What follows belongs to an exercise in optimizing a design on an open flow for small area and a short achievable clock period; a production flow would make more cautious choices.
Only simulation tests tie the RTL to the original design; equivalence was not proved.
Power and IR drop assume default switching activity.

==> run a: inputs <==
// core
module core(
    input clock,
    input reset,  
    output reg [31:0] next_program_counter,
    input [31:0] program_memory_value,
    output [31:0] memory_address,
    output [31:0] memory_write_value,
    output [2:0] memory_write_sections,  
    input [31:0] memory_read_value,
    input usb_packet_ready,
    output handled_usb_packet,
    input mip_mtip  
);
==> module adder, before the edit <==
module adder(operand1, operand2, result);
    input [31:0] operand1, operand2;
    output [31:0] result;
    reg [31:0] g, p, gn, pn;
    integer level, i;
    always @* begin
        g = operand1 & operand2;
        p = operand1 ^ operand2;
        for (level = 0; level < 5; level = level + 1) begin
            gn = g;
            pn = p;
            for (i = 0; i < 32; i = i + 1) begin
                if ((i >> level) % 2 == 1) begin
                    gn[i] = g[i] | (p[i] & g[((i >> level) << level) - 1]);
                    pn[i] = p[i] & p[((i >> level) << level) - 1];
                end
            end
            g = gn;
            p = pn;
        end
    end
    assign result = operand1 ^ operand2 ^ { g[30:0], 1'b0 };
endmodule
==> module comparator, before the edit <==
module comparator(operation, operand1, operand2, result);
    input [2:0] operation;
    input [31:0] operand1, operand2;
    output result;
    reg [30:0] less, equal;
    integer level, i;
    always @* begin
        less = ~operand1[30:0] & operand2[30:0];
        equal = ~(operand1[30:0] ^ operand2[30:0]);
        for (level = 0; level < 5; level = level + 1) begin
            for (i = 0; i + (1 << level) < 31; i = i + (2 << level)) begin
                less[i] = less[i + (1 << level)] | (equal[i + (1 << level)] & less[i]);
                equal[i] = equal[i + (1 << level)] & equal[i];
            end
        end
    end
    wire same_sign = operand1[31] == operand2[31];
    wire equal_all = same_sign && equal[0];
    wire less_signed = same_sign ? less[0] : operand1[31];
    wire less_unsigned = same_sign ? less[0] : operand2[31];
    wire r = operation[2] ? (operation[1] ? less_unsigned : less_signed) : equal_all;
    assign result = r ^ operation[0];
endmodule
Settings: LEC_CHECK=0, CAP_MARGIN=20, CORE_MARGIN=2, CORE_UTILIZATION=45, CTS_BUF_LIST=sky130_fd_sc_hd__clkbuf_8, SETUP_SLACK_MARGIN=4.5, SLEW_MARGIN=20, SYNTH_HIERARCHICAL=1, SYNTH_MINIMUM_KEEP_SIZE=0, TNS_END_PERCENT=0; clock period 13.0 ns.
run.sh (not shown) runs the stock make flow with config.mk's settings and CLKGATE_MAP_FILE= SYNTH_SCRIPT=/design/flow/synth_recipe.tcl, a recipe that flattens the netlist after the stock synthesis.
==> run b: changes against run a <==
--- a/flow/design.v
+++ b/flow/design.v
@@ -289,47 +289,16 @@
 module adder(operand1, operand2, result);
     input [31:0] operand1, operand2;
     output [31:0] result;
-    reg [31:0] g, p, gn, pn;
-    integer level, i;
-    always @* begin
-        g = operand1 & operand2;
-        p = operand1 ^ operand2;
-        for (level = 0; level < 5; level = level + 1) begin
-            gn = g;
-            pn = p;
-            for (i = 0; i < 32; i = i + 1) begin
-                if ((i >> level) % 2 == 1) begin
-                    gn[i] = g[i] | (p[i] & g[((i >> level) << level) - 1]);
-                    pn[i] = p[i] & p[((i >> level) << level) - 1];
-                end
-            end
-            g = gn;
-            p = pn;
-        end
-    end
-    assign result = operand1 ^ operand2 ^ { g[30:0], 1'b0 };
+    assign result = operand1 + operand2;
 endmodule
 module comparator(operation, operand1, operand2, result);
     input [2:0] operation;
     input [31:0] operand1, operand2;
     output result;
-    reg [30:0] less, equal;
-    integer level, i;
-    always @* begin
-        less = ~operand1[30:0] & operand2[30:0];
-        equal = ~(operand1[30:0] ^ operand2[30:0]);
-        for (level = 0; level < 5; level = level + 1) begin
-            for (i = 0; i + (1 << level) < 31; i = i + (2 << level)) begin
-                less[i] = less[i + (1 << level)] | (equal[i + (1 << level)] & less[i]);
-                equal[i] = equal[i + (1 << level)] & equal[i];
-            end
-        end
-    end
-    wire same_sign = operand1[31] == operand2[31];
-    wire equal_all = same_sign && equal[0];
-    wire less_signed = same_sign ? less[0] : operand1[31];
-    wire less_unsigned = same_sign ? less[0] : operand2[31];
-    wire r = operation[2] ? (operation[1] ? less_unsigned : less_signed) : equal_all;
+    wire equal = operand1 == operand2;
+    wire less_signed = $signed(operand1) < $signed(operand2);
+    wire less_unsigned = operand1 < operand2;
+    wire r = operation[2] ? (operation[1] ? less_unsigned : less_signed) : equal;
     assign result = r ^ operation[0];
 endmodule
 module registers(clock, write_address, write_value, bypass_register, bypass_value, read_address_1, read_value_1, read_address_2, read_value_2);
--- a/flow/config.mk
+++ b/flow/config.mk
@@ -9,8 +9,7 @@
 export CORE_MARGIN = 2
 export CORE_UTILIZATION = 45
 export CTS_BUF_LIST = sky130_fd_sc_hd__clkbuf_8
-export SETUP_SLACK_MARGIN = 4.5
+export SETUP_SLACK_MARGIN = 4.0
 export SLEW_MARGIN = 20
 export SYNTH_HIERARCHICAL = 1
 export SYNTH_MINIMUM_KEEP_SIZE = 0
-export TNS_END_PERCENT = 0
==> summary of the runs <==
- Final cell count: run b is larger than run a (about 1.9%).
- Between run b and run a, the lower register-to-register slack is in run a (gap 0.33 ns).
- Clock-buffer cell count: run b is lower than run a (6).
- Total power: run a is smaller than run b (about 2%).
- In sequential cell count, run a and run b do not differ.
- In run b the critical path depth is higher than in run a, by 3.
- In run a the global-route usage is higher than in run b, by 0.18 points.
- Against run a, the clock skew of run b is higher by 0.015 ns.
- In sequential power, run b and run a hardly differ.
- Of run a and run b, run b has the higher via count (gap 1.6%, measured against run b).
==> figures <==
Result of the run: run b complete, no violations; run a complete, no violations
PwrDens: run b 118 nW/um^2; run a 119 nW/um^2
Initial antenna violation count: run b 48; run a 27
Worst-case reg-to-reg path depth: run b 22; run a 27
Count of distinct cell types in the synthesized netlist: run b 129; run a 130
Met2 Use GR: run b 67.6%; run a 68.4%
Insertion delay to the later sink of the worst-skew pair: run b 1.10 ns; run a 1.08 ns
Postcts setup bufs: run b 217; run a 124
Complex-gate fraction of the synthesized area: run b 24.0%; run a 23.3%
Post-placement cell area: run b 84200 sq um; run a 83700 sq um
Headroom to the max-slew limit: run b 15.3%; run a 10.8%
Mapped Avg Cell Area: run b 10.8 sq um; run a 10.9 sq um
Gates resized, CTS repair: run b 715; run a 355
Register Area: run b 37800 sq um; run a 37800 sq um
Routability cong.: run b 1.05; run a 1.05
Nonclk buf count: run b 781; run a 674
Horizontal extent of the die: run b 420 um; run a 419 um
Global-route wire length before repair: run b 590000 um; run a 586000 um
Initial Utilization: run b 45.3%; run a 45.3%
Share of the final layout cell area in multi-input gates: run b 42.8%; run a 42.2%
Met2 routed WL: run b 177000 um; run a 177000 um

-- re-timing with driven ports --
In the flow no input, the clock included, has a driving cell. The finished layouts below were timed again as built, in two steps. Step 1, drivers: a clkbuf_16 drives clock and a buf_2 each remaining input, both assumed. Step 2 also shifts input and output timing later by t, the mid clock arrival at the registers, as if the neighbouring blocks saw the same clock. a / b / c = no drivers / after step 1 / after step 2; a / b = the first two.
run | t (ns) | setup slack, ns | clock arrival spread, ns | worst slew at a driven data input, ns
run a | 1.127 | 2.616 / 2.415 / 2.415 | 0.107 / 0.107 | 0.41
run b | 1.135 | 2.450 / 2.336 / 2.336 | 0.119 / 0.119 | 0.21
After both steps setup and hold are still met in every run listed. The setup slack of run a, which loses most, moves by -0.201 ns with the drivers and by -0.201 ns with both steps.
